Context: an optimization exercise on an open-source flow, tuned for a short achievable clock period and few clock cycles. The choices shown serve that exercise and are no tape-out recipe. Only simulation tests tie the RTL to the original design; equivalence was not proved. Power figures rest on the tool's default switching activity, not on a simulated workload.

`flow/config.mk`:
```
export PLATFORM = sky130hd
export DESIGN_NAME = SCPU
export DESIGN_NICKNAME = SCPU
export VERILOG_FILES = /design/flow/design.v
export SDC_FILE = /design/flow/constraint.sdc
export NUM_CORES = 8
export LEC_CHECK = 0
export CAP_MARGIN = 20
export CORE_MARGIN = 2
export CORE_UTILIZATION = 40
export PLACE_DENSITY = 0.6
export SLEW_MARGIN = 20
```
`flow/constraint.sdc`:
```
create_clock -name core_clock -period 15.0 [get_ports {clk}]
set_input_delay 3.0000 -clock core_clock [delete_from_list [all_inputs] [get_ports {clk}]]
set_output_delay 3.0000 -clock core_clock [all_outputs]
set_load 0.01 [all_outputs]
```
`flow/design.v`:
```
`timescale 1ns / 1ps
module ALU(
    input [31:0] A,
    input [31:0] B,
    input [3:0] ALU_operation,
    output reg [31:0] res,
    output zero
    );
    assign zero = (res == 0);
    always @(*) begin
        case(ALU_operation)
            4'b0000: res = $signed(A) + $signed(B);
            4'b0001: res = $signed(A) - $signed(B);
            4'b0010: res = A << B[4:0];
            4'b0011: res = ($signed(A) < $signed(B));
            4'b0100: res = ($unsigned(A) < $unsigned(B));
            4'b0101: res = A ^ B;
            4'b0110: res = A >> B[4:0];
            4'b0111: res = $signed(A) >>> B[4:0];
            4'b1000: res = A | B;
            4'b1001: res = A & B;
            default: res = 32'b0;
        endcase
    end
endmodule
`timescale 1ns / 1ps
module Regs(
    input clk,
    input rst,
    input [4:0] Rs1_addr, 
    input [4:0] Rs2_addr, 
    input [4:0] Wt_addr, 
    input [31:0] Wt_data, 
    input RegWrite, 
    output [31:0] Rs1_data, 
    output [31:0] Rs2_data
    );
    reg [31:0] temp [31:0];
    assign Rs1_data = temp[Rs1_addr];
    assign Rs2_data = temp[Rs2_addr];
    always @(negedge clk or posedge rst) begin
        if (rst) begin
            temp [0] <= 32'b0;
            temp [1] <= 32'b0;
            temp [2] <= 32'b0;
            temp [3] <= 32'b0;
            temp [4] <= 32'b0;
            temp [5] <= 32'b0;
            temp [6] <= 32'b0;
            temp [7] <= 32'b0;
            temp [8] <= 32'b0;
            temp [9] <= 32'b0;
            temp [10] <= 32'b0;
            temp [11] <= 32'b0;
            temp [12] <= 32'b0;
            temp [13] <= 32'b0;
            temp [14] <= 32'b0;
            temp [15] <= 32'b0;
            temp [16] <= 32'b0;
            temp [17] <= 32'b0;
            temp [18] <= 32'b0;
            temp [19] <= 32'b0;
            temp [20] <= 32'b0;
            temp [21] <= 32'b0;
            temp [22] <= 32'b0;
            temp [23] <= 32'b0;
            temp [24] <= 32'b0;
            temp [25] <= 32'b0;
            temp [26] <= 32'b0;
            temp [27] <= 32'b0;
            temp [28] <= 32'b0;
            temp [29] <= 32'b0;
            temp [30] <= 32'b0;
            temp [31] <= 32'b0;
        end else begin 
            if (RegWrite) begin
                if (Wt_addr != 5'b00000) begin
                    temp[Wt_addr] <= Wt_data;
                end else begin
                    temp[0] = 32'b0;
                end
            end
        end
    end
endmodule
`timescale 1ns / 1ps
module ImmGen(
    input [31:0] inst_field,
    input [2:0] ImmSel,
    output reg [31:0] Imm_out
    );
    always @(*) begin
        case(ImmSel) 
            3'd0: Imm_out = {{20{inst_field[31]}}, inst_field[31:20]};
            3'd1: Imm_out = {{20{inst_field[31]}}, inst_field[31:25], inst_field[11:7]};
            3'd2: Imm_out = {{19{inst_field[31]}}, inst_field[31], inst_field[7], inst_field[30:25], inst_field[11:8], 1'b0};
            3'd3: Imm_out = {{11{inst_field[31]}}, inst_field[31], inst_field[19:12], inst_field[20], inst_field[30:21], 1'b0};
            3'd4: Imm_out = {inst_field[31:12], 12'b0};
            default: Imm_out = 32'b0;
        endcase
    end
endmodule
`timescale 1ns / 1ps
module ALU_ctrl(
    input [2:0]       Fun3,
    input             Fun7,
    input [1:0]       ALU_op,
    output reg [3:0]  ALU_Control
    );
always @(*) begin
    case(ALU_op) 
    2'b00: ALU_Control = 4'd0;  
    2'b01: begin
        case(Fun3) 
        3'd0: ALU_Control = 4'd5;  
        3'd1: ALU_Control = 4'd5;  
        3'd4: ALU_Control = 4'd3;  
        3'd5: ALU_Control = 4'd3;  
        3'd6: ALU_Control = 4'd4;  
        3'd7: ALU_Control = 4'd4;  
        default: ALU_Control = 4'd10;
        endcase
    end
    2'b10: begin
        case(Fun3)
        3'd0: ALU_Control = Fun7 ? 4'd1 : 4'd0;  
        3'd1: ALU_Control = 4'd2;  
        3'd2: ALU_Control = 4'd3;  
        3'd3: ALU_Control = 4'd4;  
        3'd4: ALU_Control = 4'd5;  
        3'd5: ALU_Control = Fun7 ? 4'd7 : 4'd6;  
        3'd6: ALU_Control = 4'd8;  
        3'd7: ALU_Control = 4'd9;  
        default: ALU_Control = 4'd10;
        endcase
    end
    2'b11: begin
        case(Fun3)
        3'd0: ALU_Control = 4'd0;  
        3'd1: ALU_Control = 4'd2;  
        3'd2: ALU_Control = 4'd3;  
        3'd3: ALU_Control = 4'd4;  
        3'd4: ALU_Control = 4'd5;  
        3'd5: ALU_Control = Fun7 ? 4'd7 : 4'd6;  
        3'd6: ALU_Control = 4'd8;  
        3'd7: ALU_Control =  4'd9;  
        default: ALU_Control = 4'd10;
    endcase
    end
    default: ALU_Control = 4'd10;
    endcase
end
endmodule
`timescale 1ns / 1ps
module main_ctrl(
    input [6:0]       OPcode,
    input [2:0]       Fun3,
    input             Fun7,
    output reg [2:0]  ImmSel,
    output reg        ALUSrc_A,   
    output reg        ALUSrc_B,
    output reg [2:0]  MemtoReg,
    output reg [1:0]  Jump,  
    output reg [2:0]  Branch, 
    output reg        sign,  
    output reg [1:0]  width,
    output reg        RegWrite,
    output reg        MemWrite,  
    output reg        MemRead,  
    output reg [1:0]  ALU_op,
    output reg        CPU_MIO
    );
always @(*) begin
    case(OPcode)
    7'b0110011: begin  
        ImmSel = 3'b000;
        ALUSrc_A = 0;
        ALUSrc_B = 0;
        MemtoReg = 3'b000;
        Jump = 2'b00;
        Branch = 3'b000;
        RegWrite = 1;
        MemWrite = 0;
        MemRead = 0;
        ALU_op = 2'b10;
        CPU_MIO = 0;
        if (Fun3 == 3'b011) begin
            sign = 1;
        end else begin 
            sign = 0;
        end
        width = 2'b00;
    end
    7'b0010011: begin  
        ImmSel = 3'b000;
        ALUSrc_A = 0;
        ALUSrc_B = 1;
        MemtoReg = 3'b000;
        Jump = 2'b00;
        Branch = 3'b000;
        RegWrite = 1;
        MemWrite = 0;
        MemRead = 0;
        ALU_op = 2'b11;
        CPU_MIO = 0;
        if (Fun3 == 3'b011) begin
            sign = 1;
        end else begin 
            sign = 0;
        end
        width = 2'b00;
    end
    7'b0000011: begin  
        ImmSel = 3'b000;
        ALUSrc_A = 0;
        ALUSrc_B = 1;
        MemtoReg = 3'b001;
        Jump = 2'b00;
        Branch = 3'b000;
        RegWrite = 1;
        MemWrite = 0;
        MemRead = 1;
        ALU_op = 2'b00;
        CPU_MIO = 1;
        sign = Fun3[2];
        width = Fun3[1:0];
    end
    7'b1100111: begin  
        ImmSel = 3'b000;
        ALUSrc_A = 0;
        ALUSrc_B = 1;
        MemtoReg = 3'b010;
        Jump = 2'b11;
        Branch = 3'b000;
        RegWrite = 1;
        MemWrite = 0;
        MemRead = 0;
        ALU_op = 2'b00;
        CPU_MIO = 0;
        sign = 0;
        width = 2'b00;
    end
    7'b0100011: begin  
        ImmSel = 3'b001;
        ALUSrc_A = 0;
        ALUSrc_B = 1;
        MemtoReg = 3'b000;
        Jump = 2'b00;
        Branch = 3'b000;
        RegWrite = 0;
        MemWrite = 1;
        MemRead = 0;
        ALU_op = 2'b00;
        CPU_MIO = 1;
        sign = 0;
        width = Fun3[1:0];
    end
    7'b1100011: begin  
        ImmSel = 3'b010;
        ALUSrc_A = 0;
        ALUSrc_B = 0;
        MemtoReg = 3'b000;
        Jump = 2'b00;
        case (Fun3)
        3'b000: begin
            Branch = 3'b100;  
            sign = 0;
        end
        3'b001: begin 
            Branch = 3'b101;  
            sign = 0;
        end
        3'b100: begin 
            Branch = 3'b110;  
            sign = 0;
        end
        3'b101: begin 
            Branch = 3'b111;  
            sign = 0;
        end
        3'b110: begin 
            Branch = 3'b110;  
            sign = 1;
        end
        3'b111: begin 
            Branch = 3'b111;  
            sign = 1;
        end
        default: begin 
            Branch = 3'b000;
            sign = 0;
        end
        endcase
        RegWrite = 0;
        MemWrite = 0;
        MemRead = 0;
        ALU_op = 2'b01;
        CPU_MIO = 0;
        width = 2'b00;
    end
    7'b1101111: begin  
        ImmSel = 3'b011;
        ALUSrc_A = 0;
        ALUSrc_B = 0;
        MemtoReg = 3'b010;
        Jump = 2'b10;
        Branch = 3'b000;
        RegWrite = 1;
        MemWrite = 0;
        MemRead = 0;
        ALU_op = 2'b00;
        CPU_MIO = 0;
        sign = 0;
        width = 2'b00;
    end
    7'b0110111: begin  
        ImmSel = 3'b100;
        ALUSrc_A = 0;
        ALUSrc_B = 1;
        MemtoReg = 3'b011;
        Jump = 2'b00;
        Branch = 3'b000;
        RegWrite = 1;
        MemWrite = 0;
        MemRead = 0;
        ALU_op = 2'b00;
        CPU_MIO = 0;
        sign = 0;
        width = 2'b00;
    end
    7'b0010111: begin  
        ImmSel = 3'b100;
        ALUSrc_A = 1;
        ALUSrc_B = 1;
        MemtoReg = 3'b100;
        Jump = 2'b00;
        Branch = 3'b000;
        RegWrite = 1;
        MemWrite = 0;
        MemRead = 0;
        ALU_op = 2'b00;
        CPU_MIO = 0;
        sign = 0;
        width = 2'b00;
    end
    default: begin
        ImmSel = 3'b000;
        ALUSrc_A = 0;
        ALUSrc_B = 0;
        MemtoReg = 3'b000;
        Jump = 2'b00;
        Branch = 3'b000;
        RegWrite = 0;
        MemWrite = 0;
        MemRead = 0;
        ALU_op = 2'b00;
        CPU_MIO = 0;
        sign = 0;
        width = 2'b00;
    end
    endcase
end
endmodule
`timescale 1ns / 1ps
module SCPU_ctrl(
  input [6:0]       OPcode, 
  input [2:0]       Fun3,
  input             Fun7,
  input             MIO_ready,
  output [2:0]  ImmSel,
  output        ALUSrc_A,
  output        ALUSrc_B,
  output  [2:0]  MemtoReg,
  output  [1:0]  Jump,
  output  [2:0]  Branch,
  output         RegWrite,
  output         MemWrite,
  output         MemRead,
  output  [3:0]  ALU_Control,
  output         CPU_MIO,
  output         sign,
  output  [1:0]  width
);
wire [1:0] ALU_op;
main_ctrl U1(.OPcode(OPcode), .Fun3(Fun3), .Fun7(Fun7), .ImmSel(ImmSel), .ALUSrc_A(ALUSrc_A), .ALUSrc_B(ALUSrc_B), .MemtoReg(MemtoReg), .Jump(Jump), .Branch(Branch), .sign(sign), .width(width), .RegWrite(RegWrite), .MemWrite(MemWrite), .MemRead(MemRead), .ALU_op(ALU_op), .CPU_MIO(CPU_MIO));
ALU_ctrl U2(.ALU_op(ALU_op), .Fun3(Fun3), .Fun7(Fun7), .ALU_Control(ALU_Control));
endmodule
`timescale 1ns / 1ps
module stall(
    input [4:0] IF_ID_rs1,
    input [4:0] IF_ID_rs2,
    input [4:0] ID_EX_rd,
    input       ID_EX_MemRead,
    input       BJ,
    input       ID_EX_RegWrite,
    output      bubble
    );
    assign bubble = (ID_EX_MemRead && ID_EX_rd != 0 && ((ID_EX_rd == IF_ID_rs1) || (ID_EX_rd == IF_ID_rs2))) || (BJ && ID_EX_RegWrite && ID_EX_rd!= 0 && ((ID_EX_rd == IF_ID_rs1) || (ID_EX_rd == IF_ID_rs2)));
endmodule
`timescale 1ns / 1ps
module forwarding(
    input [4:0] EX_MEM_rd,
    input [4:0] MEM_WB_rd,
    input [4:0] ID_EX_rs1,
    input [4:0] ID_EX_rs2,
    input [2:0] EX_MEM_MemtoReg,
    input [2:0] MEM_WB_MemtoReg,
    input       EX_MEM_RegWrite,
    input       MEM_WB_RegWrite,
    input       ID_EX_ALUSrc_A, 
    input       ID_EX_ALUSrc_B, 
    output reg [2:0] forwardA,  
    output reg [2:0] forwardB,  
    output reg [1:0] forwardC  
    );
    always @(*) begin
        if (ID_EX_ALUSrc_A) begin
            forwardA = 3'b011;
        end else begin
            if (EX_MEM_RegWrite == 1 && EX_MEM_rd != 0 && EX_MEM_rd == ID_EX_rs1) begin
                if (EX_MEM_MemtoReg == 3'd3) begin 
                    forwardA = 3'b110;
                end else if (EX_MEM_MemtoReg == 3'd2) begin 
                    forwardA = 3'b100;
                end else begin 
                    forwardA = 3'b001;
                end
            end else if (MEM_WB_RegWrite == 1 && MEM_WB_rd != 0 && MEM_WB_rd == ID_EX_rs1) begin
                if (MEM_WB_MemtoReg == 3'd3) begin 
                    forwardA = 3'b111;
                end else if (MEM_WB_MemtoReg == 3'd2) begin 
                    forwardA = 3'b101;
                end else begin 
                    forwardA = 3'b010;
                end
            end else begin
                forwardA = 3'b000;
            end
        end
        if (ID_EX_ALUSrc_B) begin
            forwardB = 3'b011;
        end else begin
            if (EX_MEM_RegWrite == 1 && EX_MEM_rd != 0 && EX_MEM_rd == ID_EX_rs2) begin
                if (EX_MEM_MemtoReg == 3'd3) begin 
                    forwardB = 3'b110;
                end else if (EX_MEM_MemtoReg == 3'd2) begin 
                    forwardB = 3'b100;
                end else begin 
                    forwardB = 3'b001;
                end
            end else if (MEM_WB_RegWrite == 1 && MEM_WB_rd != 0 && MEM_WB_rd == ID_EX_rs2) begin
                if (MEM_WB_MemtoReg == 3'd3) begin 
                    forwardB = 3'b111;
                end else if (MEM_WB_MemtoReg == 3'd2) begin 
                    forwardB = 3'b101;
                end else begin 
                    forwardB = 3'b010;
                end
            end else begin
                forwardB = 3'b000;
            end
        end
        if (EX_MEM_RegWrite ==1 && EX_MEM_rd != 0 && EX_MEM_rd == ID_EX_rs2) begin 
            forwardC = 2'b01;
        end else if (MEM_WB_RegWrite == 1 && MEM_WB_rd != 0 && MEM_WB_rd == ID_EX_rs2) begin
            forwardC = 2'b10;
        end else begin
            forwardC = 2'b00;
        end
    end
endmodule
`timescale 1ns / 1ps
module SCPU(
    input clk,
    input rst,
    input [31:0] inst_in,
    input [31:0] Data_in,
    output reg [3:0] RAM_mask,
    output reg [31:0] Data_out,
    output reg [31:0] Addr_out,
    output reg        MemWrite,
    output reg [31:0] PC_out
    );
reg [31:0] IF_ID_PC, IF_ID_inst_field;
reg [31:0] ID_EX_PC, ID_EX_rs1_data, ID_EX_rs2_data, ID_EX_imm_data;
reg [4:0]  ID_EX_rs1, ID_EX_rs2, ID_EX_rd;
reg [3:0]  ID_EX_ALU_Control;
reg [2:0]  ID_EX_Branch, ID_EX_MemtoReg;
reg [1:0]  ID_EX_Jump, ID_EX_width;
reg        ID_EX_ALUSrc_A, ID_EX_ALUSrc_B, ID_EX_RegWrite, ID_EX_MemWrite, ID_EX_MemRead, ID_EX_sign;
reg [31:0] EX_MEM_PC, EX_MEM_ALU_out, EX_MEM_rs2_data, EX_MEM_imm_data;
reg [4:0]  EX_MEM_rd;
reg [2:0]  EX_MEM_MemtoReg;
reg [1:0]  EX_MEM_Jump, EX_MEM_width;
reg        EX_MEM_RegWrite, EX_MEM_MemWrite, EX_MEM_sign, EX_MEM_ALU_zero;
reg [31:0] MEM_WB_PC, MEM_WB_ALU_out, MEM_WB_imm_data, MEM_WB_Data_in;
reg [4:0]  MEM_WB_rd;
reg [3:0]  MEM_WB_MemtoReg;
reg [1:0]  MEM_WB_width;
reg        MEM_WB_sign, MEM_WB_RegWrite;
reg [31:0] Wt_data;
wire [31:0] PC_next;
reg  [31:0] PC;
always @(*) begin
    PC_out = PC;
end
always @(posedge clk or posedge rst) begin
    if(rst) begin
        PC <= 32'b0;
        IF_ID_PC <= 32'b0;
        IF_ID_inst_field <= 32'b0;
        ID_EX_PC <= 32'b0;
        ID_EX_rs1 <= 5'b0;
        ID_EX_rs2 <= 5'b0;
        ID_EX_rs1_data <= 32'b0;
        ID_EX_rs2_data <= 32'b0;
        ID_EX_imm_data <= 32'b0;
        ID_EX_rd <= 5'b0;
        ID_EX_ALU_Control <= 4'b0;
        ID_EX_Branch <= 3'b0;
        ID_EX_MemtoReg <= 3'b0;
        ID_EX_Jump <= 2'b0;
        ID_EX_width <= 2'b0;
        ID_EX_ALUSrc_A <= 1'b0;
        ID_EX_ALUSrc_B <= 1'b0;
        ID_EX_RegWrite <= 1'b0;
        ID_EX_MemWrite <= 1'b0;
        ID_EX_MemRead <= 1'b0;
        ID_EX_sign <= 1'b0;
        EX_MEM_PC <= 32'b0;
        EX_MEM_ALU_out <= 32'b0;
        EX_MEM_imm_data <= 32'b0;
        EX_MEM_rd <= 5'b0;
        EX_MEM_rs2_data <= 4'b0;
        EX_MEM_MemtoReg <= 3'b0;
        EX_MEM_Jump <= 2'b0;
        EX_MEM_width <= 2'b0;
        EX_MEM_RegWrite <= 1'b0;
        EX_MEM_MemWrite <= 1'b0;
        EX_MEM_sign <= 1'b0;
        EX_MEM_ALU_zero <= 1'b0;
        MEM_WB_PC <= 32'b0;
        MEM_WB_ALU_out <= 32'b0;
        MEM_WB_imm_data <= 32'b0;
        MEM_WB_Data_in <= 32'b0;
        MEM_WB_rd <= 5'b0;
        MEM_WB_MemtoReg <= 3'b0;
        MEM_WB_width <= 2'b0;
        MEM_WB_sign <= 1'b0;
        MEM_WB_RegWrite <= 1'b0;
    end else begin
        if (bubble) begin 
            ID_EX_ALU_Control <= 4'b0;
            ID_EX_Branch <= 3'b0;
            ID_EX_MemtoReg <= 3'b0;
            ID_EX_Jump <= 2'b0;
            ID_EX_width <= 2'b0;
            ID_EX_ALUSrc_A <= 1'b0;
            ID_EX_ALUSrc_B <= 1'b0;
            ID_EX_RegWrite <= 1'b0;
            ID_EX_MemWrite <= 1'b0;
            ID_EX_MemRead <= 1'b0;
            ID_EX_sign <= 1'b0;
        end else if (BJ) begin
            PC <= PC_next;
            IF_ID_PC <= PC;
            IF_ID_inst_field <= 32'h00000013;
            ID_EX_PC <= IF_ID_PC;
            ID_EX_rs1 <= IF_ID_inst_field[19:15];
            ID_EX_rs2 <= IF_ID_inst_field[24:20];
            ID_EX_rs1_data <= rs1_data;
            ID_EX_rs2_data <= rs2_data;
            ID_EX_imm_data <= imm_data;
            ID_EX_rd <= IF_ID_inst_field[11:7];
            ID_EX_ALU_Control <= ALU_Control;
            ID_EX_Branch <= Branch;
            ID_EX_MemtoReg <= MemtoReg;
            ID_EX_Jump <= Jump;
            ID_EX_width <= width;
            ID_EX_ALUSrc_A <= ALUSrc_A;
            ID_EX_ALUSrc_B <= ALUSrc_B;
            ID_EX_RegWrite <= RegWrite;
            ID_EX_MemWrite <= MemWrite_temp;
            ID_EX_MemRead <= MemRead_temp;
            ID_EX_sign <= sign;
        end else begin 
            PC <= PC_next;
            IF_ID_PC <= PC;
            IF_ID_inst_field <= inst_in;
            ID_EX_PC <= IF_ID_PC;
            ID_EX_rs1 <= IF_ID_inst_field[19:15];
            ID_EX_rs2 <= IF_ID_inst_field[24:20];
            ID_EX_rs1_data <= rs1_data;
            ID_EX_rs2_data <= rs2_data;
            ID_EX_imm_data <= imm_data;
            ID_EX_rd <= IF_ID_inst_field[11:7];
            ID_EX_ALU_Control <= ALU_Control;
            ID_EX_Branch <= Branch;
            ID_EX_MemtoReg <= MemtoReg;
            ID_EX_Jump <= Jump;
            ID_EX_width <= width;
            ID_EX_ALUSrc_A <= ALUSrc_A;
            ID_EX_ALUSrc_B <= ALUSrc_B;
            ID_EX_RegWrite <= RegWrite;
            ID_EX_MemWrite <= MemWrite_temp;
            ID_EX_MemRead <= MemRead_temp;
            ID_EX_sign <= sign;
        end
        EX_MEM_PC <= ID_EX_PC;
        EX_MEM_ALU_out <= ALU_res;
        EX_MEM_rs2_data <= rs2_data_temp;
        EX_MEM_imm_data <= ID_EX_imm_data;
        EX_MEM_rd <= ID_EX_rd;
        EX_MEM_MemtoReg <= ID_EX_MemtoReg;
        EX_MEM_Jump <= ID_EX_Jump;
        EX_MEM_width <= ID_EX_width;
        EX_MEM_RegWrite <= ID_EX_RegWrite;
        EX_MEM_MemWrite <= ID_EX_MemWrite;
        EX_MEM_sign <= ID_EX_sign;
        EX_MEM_ALU_zero <= ALU_zero;
        MEM_WB_PC <= EX_MEM_PC;
        MEM_WB_ALU_out <= EX_MEM_ALU_out;
        MEM_WB_imm_data <= EX_MEM_imm_data;
        MEM_WB_Data_in <= Data_in_temp;
        MEM_WB_rd <= EX_MEM_rd;
        MEM_WB_MemtoReg <= EX_MEM_MemtoReg;
        MEM_WB_width <= EX_MEM_width;
        MEM_WB_sign <= EX_MEM_sign;
        MEM_WB_RegWrite <= EX_MEM_RegWrite;
    end
end
wire [31:0] rs1_data, rs2_data, imm_data;
wire [31:0] reg1_data, reg2_data;
wire [31:0] PC_temp;
wire [31:0] jal_addr, jalr_addr, ALU_res_temp;
wire [3:0]  ALU_Control;
wire [2:0]  Branch;
wire [2:0]  MemtoReg, ImmSel;
wire [1:0]  Jump;
wire [1:0]  width;
wire        ALUSrc_A, ALUSrc_B, RegWrite, MemWrite_temp, MemRead_temp, CPU_MIO_temp, sign, BJ, Branch_temp;
assign BJ = (Jump[1] | Branch[2]);
wire [31:0] EX_MEM_result = (EX_MEM_MemtoReg == 3'd1) ? Data_in_temp :
                            (EX_MEM_MemtoReg == 3'd3) ? EX_MEM_imm_data :
                            (EX_MEM_MemtoReg == 3'd2) ? EX_MEM_PC + 4 : EX_MEM_ALU_out;
assign reg1_data = (BJ && EX_MEM_RegWrite && EX_MEM_rd != 0 && (EX_MEM_rd == IF_ID_inst_field[19:15])) ? EX_MEM_result : rs1_data;
assign reg2_data = (BJ && EX_MEM_RegWrite && EX_MEM_rd != 0 && (EX_MEM_rd == IF_ID_inst_field[24:20])) ? EX_MEM_result : rs2_data;
assign jal_addr = IF_ID_PC + imm_data;
assign jalr_addr = reg1_data + imm_data;
assign ALU_res_temp = 
(ALU_Control == 4'd5) ? (reg1_data ^ reg2_data) :
(ALU_Control == 4'd4) ? (reg1_data < reg2_data) :
($signed(reg1_data) < $signed(reg2_data));
assign Branch_temp = Branch[2] && ( ((ALU_res_temp == 32'b0) && (Branch[1:0] == 2'b00)) || ((ALU_res_temp != 32'b0) && (Branch[1:0] == 2'b01)) || ((ALU_res_temp[0] == 1) && (Branch[1:0] == 2'b10)) || ((ALU_res_temp[0] == 0) && (Branch[1:0] == 2'b11)));
assign PC_temp = BJ ? PC : PC + 4;
assign PC_next = Jump[1] ? (Jump[0] ? jalr_addr : jal_addr) : (Branch_temp ? (IF_ID_PC + imm_data) : PC_temp);
Regs U1(
    .clk(clk),
    .rst(rst),
    .RegWrite(MEM_WB_RegWrite),
    .Rs1_addr(IF_ID_inst_field[19:15]),
    .Rs2_addr(IF_ID_inst_field[24:20]),
    .Wt_addr(MEM_WB_rd),
    .Wt_data(Wt_data),
    .Rs1_data(rs1_data),
    .Rs2_data(rs2_data)
);
SCPU_ctrl U2(
    .OPcode(IF_ID_inst_field[6:0]),
    .Fun3(IF_ID_inst_field[14:12]),
    .Fun7(IF_ID_inst_field[30]),
    .MIO_ready(1'b0),
    .ImmSel(ImmSel),
    .ALUSrc_A(ALUSrc_A),
    .ALUSrc_B(ALUSrc_B),
    .MemtoReg(MemtoReg),
    .Jump(Jump),
    .Branch(Branch),
    .RegWrite(RegWrite),
    .MemWrite(MemWrite_temp),
    .MemRead(MemRead_temp),
    .ALU_Control(ALU_Control),
    .CPU_MIO(CPU_MIO_temp),
    .sign(sign),
    .width(width)
);
ImmGen U3(
    .inst_field(IF_ID_inst_field),
    .ImmSel(ImmSel),
    .Imm_out(imm_data)
);
wire bubble;
stall U6(
    .IF_ID_rs1(IF_ID_inst_field[19:15]),
    .IF_ID_rs2(IF_ID_inst_field[24:20]),
    .ID_EX_rd(ID_EX_rd),
    .ID_EX_MemRead(ID_EX_MemRead),
    .BJ(BJ),
    .ID_EX_RegWrite(ID_EX_RegWrite),
    .bubble(bubble)
);
wire [31:0] ALU_A, ALU_B, ALU_res;
wire [31:0] rs2_data_temp;
wire        ALU_zero;
wire [2:0] forwardA, forwardB;
wire [1:0] forwardC;
forwarding U5(
    .EX_MEM_rd(EX_MEM_rd),
    .MEM_WB_rd(MEM_WB_rd),
    .ID_EX_rs1(ID_EX_rs1),
    .ID_EX_rs2(ID_EX_rs2),
    .EX_MEM_RegWrite(EX_MEM_RegWrite),
    .EX_MEM_MemtoReg(EX_MEM_MemtoReg),
    .MEM_WB_RegWrite(MEM_WB_RegWrite),
    .MEM_WB_MemtoReg(MEM_WB_MemtoReg),
    .ID_EX_ALUSrc_A(ID_EX_ALUSrc_A),
    .ID_EX_ALUSrc_B(ID_EX_ALUSrc_B),
    .forwardA(forwardA),
    .forwardB(forwardB),
    .forwardC(forwardC)
);
assign ALU_A = forwardA[2] ? (forwardA[1] ? (forwardA[0] ? MEM_WB_imm_data : EX_MEM_imm_data) : (forwardA[0] ? MEM_WB_PC + 4 : EX_MEM_PC + 4)) : (forwardA[1] ? (forwardA[0] ? ID_EX_PC : Wt_data) : (forwardA[0] ? EX_MEM_ALU_out : ID_EX_rs1_data));
assign ALU_B = forwardB[2] ? (forwardB[1] ? (forwardB[0] ? MEM_WB_imm_data : EX_MEM_imm_data) : (forwardB[0] ? MEM_WB_PC + 4 : EX_MEM_PC + 4)) : (forwardB[1] ? (forwardB[0] ? ID_EX_imm_data : Wt_data) : (forwardB[0] ? EX_MEM_ALU_out : ID_EX_rs2_data));
assign rs2_data_temp = forwardC[1] ? (forwardC[0] ? 32'b0 : Wt_data) : (forwardC[0] ? EX_MEM_result : ID_EX_rs2_data);
ALU U4(
    .A(ALU_A),
    .B(ALU_B),
    .ALU_operation(ID_EX_ALU_Control),
    .res(ALU_res),
    .zero(ALU_zero)
);
always @(*) begin
    Addr_out = EX_MEM_ALU_out;
    MemWrite = EX_MEM_MemWrite;
    Data_out = 32'b0;
    RAM_mask = 4'b0000;
    if({EX_MEM_sign, EX_MEM_width} == 3'd0) begin
        case(EX_MEM_ALU_out[1:0])
            2'd0: begin
                Data_out = {24'b0, EX_MEM_rs2_data[7:0]};
                RAM_mask = 4'b0001;
            end
            2'd1: begin
                Data_out = {16'b0, EX_MEM_rs2_data[7:0], 8'b0};
                RAM_mask = 4'b0010;
            end
            2'd2: begin
                Data_out = {8'b0, EX_MEM_rs2_data[7:0], 16'b0};
                RAM_mask = 4'b0100;
            end
            2'd3: begin
                Data_out = {EX_MEM_rs2_data[7:0], 24'b0};
                RAM_mask = 4'b1000;
            end
            default: begin
                Data_out = 32'b0;
                RAM_mask = 4'b0000;
            end
        endcase
    end else if ({EX_MEM_sign, EX_MEM_width} == 3'd1) begin
        case(EX_MEM_ALU_out[1:0])
            2'd0: begin
                Data_out = {16'b0, EX_MEM_rs2_data[15:0]};
                RAM_mask = 4'b0011;
            end
            2'd1: begin
                Data_out = {8'b0, EX_MEM_rs2_data[15:0], 8'b0};
                RAM_mask = 4'b0110;
            end
            2'd2: begin
                Data_out = {EX_MEM_rs2_data[15:0], 16'b0};
                RAM_mask = 4'b1100;
            end
            default: begin
                Data_out = 32'b0;
                RAM_mask = 4'b0000;
            end
        endcase
    end else if ({EX_MEM_sign, EX_MEM_width} == 3'd2) begin
        Data_out = EX_MEM_rs2_data;
        RAM_mask = 4'b1111;
    end
end
reg [31:0] Data_in_temp;
always @(*) begin 
    case({EX_MEM_sign, EX_MEM_width, EX_MEM_ALU_out[1:0]})
        {3'd0, 2'd0}: Data_in_temp = {{24{Data_in[7]}}, Data_in[7:0]};
        {3'd0, 2'd1}: Data_in_temp = {{24{Data_in[15]}}, Data_in[15:8]};
        {3'd0, 2'd2}: Data_in_temp = {{24{Data_in[23]}}, Data_in[23:16]};
        {3'd0, 2'd3}: Data_in_temp = {{24{Data_in[31]}}, Data_in[31:24]}; 
        {3'd1, 2'd0}: Data_in_temp = {{16{Data_in[15]}}, Data_in[15:0]};
        {3'd1, 2'd1}: Data_in_temp = {{16{Data_in[23]}}, Data_in[23:8]};
        {3'd1, 2'd2}: Data_in_temp = {{16{Data_in[31]}}, Data_in[31:16]};
        {3'd2, 2'd0}: Data_in_temp = Data_in;
        {3'd4, 2'd0}: Data_in_temp = {{24{1'b0}}, Data_in[7:0]};
        {3'd4, 2'd1}: Data_in_temp = {{24{1'b0}}, Data_in[15:8]};
        {3'd4, 2'd2}: Data_in_temp = {{24{1'b0}}, Data_in[23:16]};
        {3'd4, 2'd3}: Data_in_temp = {{24{1'b0}}, Data_in[31:24]};
        {3'd5, 2'd0}: Data_in_temp = {{16{1'b0}}, Data_in[15:0]};
        {3'd5, 2'd1}: Data_in_temp = {{16{1'b0}}, Data_in[23:8]};
        {3'd5, 2'd2}: Data_in_temp = {{16{1'b0}}, Data_in[31:16]};
        default: Data_in_temp = 32'b0;
    endcase
end
always @(*) begin
    case(MEM_WB_MemtoReg) 
        3'd0: Wt_data = MEM_WB_ALU_out;
        3'd1: Wt_data = MEM_WB_Data_in;
        3'd2: Wt_data = MEM_WB_PC + 4;
        3'd3: Wt_data = MEM_WB_imm_data;
        3'd4: Wt_data = MEM_WB_ALU_out;
        default: Wt_data = 32'b0;
    endcase
end
endmodule
```
`flow/run.sh`:
```
#!/bin/bash
# synth_recipe.tcl (not shown) runs the flow's synth.tcl, then flattens the netlist and writes it again
# the make line also repeats each setting of config.mk as NAME=value (left out here)
make -C /OpenROAD-flow-scripts/flow DESIGN_CONFIG=/design/flow/config.mk WORK_HOME=/design/flow/orfs CLKGATE_MAP_FILE= SYNTH_SCRIPT=/design/flow/synth_recipe.tcl finish
```
==> summary.txt <==
Status: timing/DRC/antenna clean
Most common cell after layout, fill and taps aside: nand2_1
PostCTS Resize Cnt: 0
Synth-to-Final Area Change: 13.1%
Area of the mapped netlist: 0.0887 mm²
Synth unique cells: 119
MaxCap Viol Count: 0
EDFF count, synth: 0
CTS Root Cell: clkbuf_16
Via Count: 91,700
# clock sinks: 1,556
Power per standard cell area: 140 mW/mm²
Slew Viols, Final: 0
Routed len/inst: 37.5 µm
CTS Buf Count: 176
Layout Skew: 0.130 ns
PortBufs: 166
Final WL: 488,000 µm
Crit-path max FO: 21
Setup-failing EPs final: 0
CTS tree: done
Drt first pass iters: 10
Initial Util: 0.403
Post-CTS setup buffer count: 0
Fin cells: 13,000
RSZ-0062 raised after global routing: false
Reg with most FFs: U1.temp
HP Class: register to register
Syn. warnings: 9
Initial antenna violation count: 34
Core Region: 0.220 mm²
Hold Fails Final Rpt: 0
Max reg flops: 1,024
Initial DRC Count: 16,300
Post-layout util: 0.456
Vias in the first global route: 84,600
Total track usage: 0.420
Syn_nets: 10,300
Gpl congestion: 1.04
Crit end category: register
Clk slew on worst S/H paths: 0.06 ns
Ys async rst share: 1.00
Filler cell count: 21,300
Die width: 475 µm
H-tree levels: 4
Drt via density: 7.06
Max_slew headroom: 0.0731
GRT overflow: 0
Pre-CTS WS: 1.16 ns
Num rows: 172
Deepest clock path buffer count: 3
DPL Wire Length: 311,000 µm
CTS Hold Buffers Added: 0
Static Leak: 43.5 nW
Syn_area_per_cell: 8.81 µm²
Die area: 0.225 mm²
Slew at the pin with the worst max-slew slack: 1.39 ns
Peak supply drop: 0.139 mV
Post-synthesis register bit count: 1,556
Clk latency of the worst-skew pair: 0.90 ns
Arrival @ worst endpoint: 15.03 ns
Pin count of the biggest net entering global routing: 162
Die Ht: 475 µm
Worst path required time: 15.81 ns
Commonest cells after routing, fill and taps aside: 1,336 x nand2_1, 1,054 x nor2_1, 1,031 x a21oi_1, 1,024 x dfrtn_1, 598 x o21ai_0
Sequential area share after synthesis: 0.439
Worst setup margin: 0.772 ns
Post-DRT Antenna Nets: 0
Ratio of cells with drive above 1 in the final layout: 0.0904
Placed cell count: 12,600
Ys flop type: dfrtn_1
Reg2reg setup slack: 0.77 ns
I/O pin count: 167
Crit Path Class: register to register
Synthesized instance count: 10,100
First-pass GRT wire length: 670,000 µm
DRC Markers: 0
Worst setup SP type: register
Fin Setup TNS: 0 ns
Fin nets: 10,100
## per-stage QoR
| stage | hold WS [ns] | area (µm²) | total power [mW] |
|---|---|---|---|
| final | 0.350 | 100000 | 14.0 |
| after global routing | 0.372 | 100000 | 14.4 |
| after CTS | 0.348 | 100000 | 13.8 |
| after detailed placement | 0.336 | 93900 | 9.14 |
| after global placement | 0.339 | 93900 | 9.11 |
| after floorplan | 0.331 | 88700 | 7.48 |
## synth_stat cells (all sizes together), types with 111 or more instances
| master | n | area [µm²] |
|---|---|---|
| a221oi | 360 | 3180 |
| dfrtn | 1024 | 25600 |
| nor2 | 1142 | 4300 |
| buf | 142 | 738 |
| dfrtp | 532 | 13300 |
| nand3 | 216 | 1080 |
| mux2i | 211 | 2190 |
| nand2 | 1353 | 5110 |
| nor3 | 111 | 602 |
| ha | 206 | 2580 |
| o21ai | 613 | 3100 |
| inv | 149 | 562 |
| a22o | 342 | 3000 |
| a21oi | 1037 | 5200 |
| a22oi | 378 | 2840 |
| nand4 | 175 | 1090 |
| clkbuf | 698 | 2620 |
## area by class of cell
cell class,instances,area (µm²),share of cell area
Clock inverter,65,991,0.00989
Antenna cell,36,90.1,0.000899
Inverter,150,569,0.00568
Multi-Input combinational cell,7519,46800,0.467
Timing Repair Buffer,453,3950,0.0394
Sequential cell,1556,38900,0.388
Tap cell,2958,3700,0.0369
Clock buffer,255,5210,0.0519
## report_power, final
part	internal, mW	switching, mW	leakage [nW]	total [mW]
combinational	1.23	2.49	19.8	3.73
sequential	4.78	0.788	20.7	5.56
clock	2.74	1.97	3.04	4.71
total	8.75	5.25	43.5	14.0
## metal layers
| metal | global-route usage | up-vias | part of all wire |
|---|---|---|---|
| met5 | 0.00606 | - | 0.00098 |
| met4 | 0.277 | 42 | 0.086 |
| met2 | 0.567 | 8254 | 0.39 |
| met3 | 0.183 | 2318 | 0.16 |
| met1 | 0.541 | 44500 | 0.37 |
| li1 | - | 36600 | - |
## cell families (layout without fill, tap and decap cells)
kind of cell,Yosys count,count (layout),share of synthesized area
adders and majority gates,210,210,0.0300
xor gates and xnor gates,167,167,0.0165
and+or+nand+nor,3327,3327,0.164
muxes,300,300,0.0366
other,0,36,0
buffers and inverters,990,923,0.0443
DFF,1556,1556,0.439
AOI/OAI and AO/OA,3515,3515,0.269
## path summary, 6_finish.rpt
check                                      from                 end  cells past startpoint
worst max-delay path            U1.temp[11][31]              PC[13]                     20
worst min-delay path             ID_EX_width[0]     EX_MEM_width[0]                      0
worst max register to register  U1.temp[11][31]              PC[13]                     20
worst min register to register   ID_EX_width[0]     EX_MEM_width[0]                      0
max in group asynchronous                   rst     U1.temp[22][18]                      3
min in group asynchronous                   rst  ID_EX_rs2_data[26]                      3
## critical path, cell delays in order (launching register included)
cell	delay, ns
dfrtn_1	0.36
a22o_1	0.21
a221oi_1	0.37
nand3_1	0.13
o32a_1	0.45
mux2i_1	0.41
inv_1	0.09
ha_1	0.42
nand2_1	0.24
nor4_1	0.71
and2_1	0.41
a211oi_1	0.23
a21boi_0	0.24
a211o_1	0.30
a21oi_1	0.07
o221a_2	0.28
o221ai_1	0.18
buf_4	0.29
nand2_1	0.54
o311ai_0	0.56
a22o_1	0.20
Testbench counts, summed over its fixed seeds: cycles 69,080.
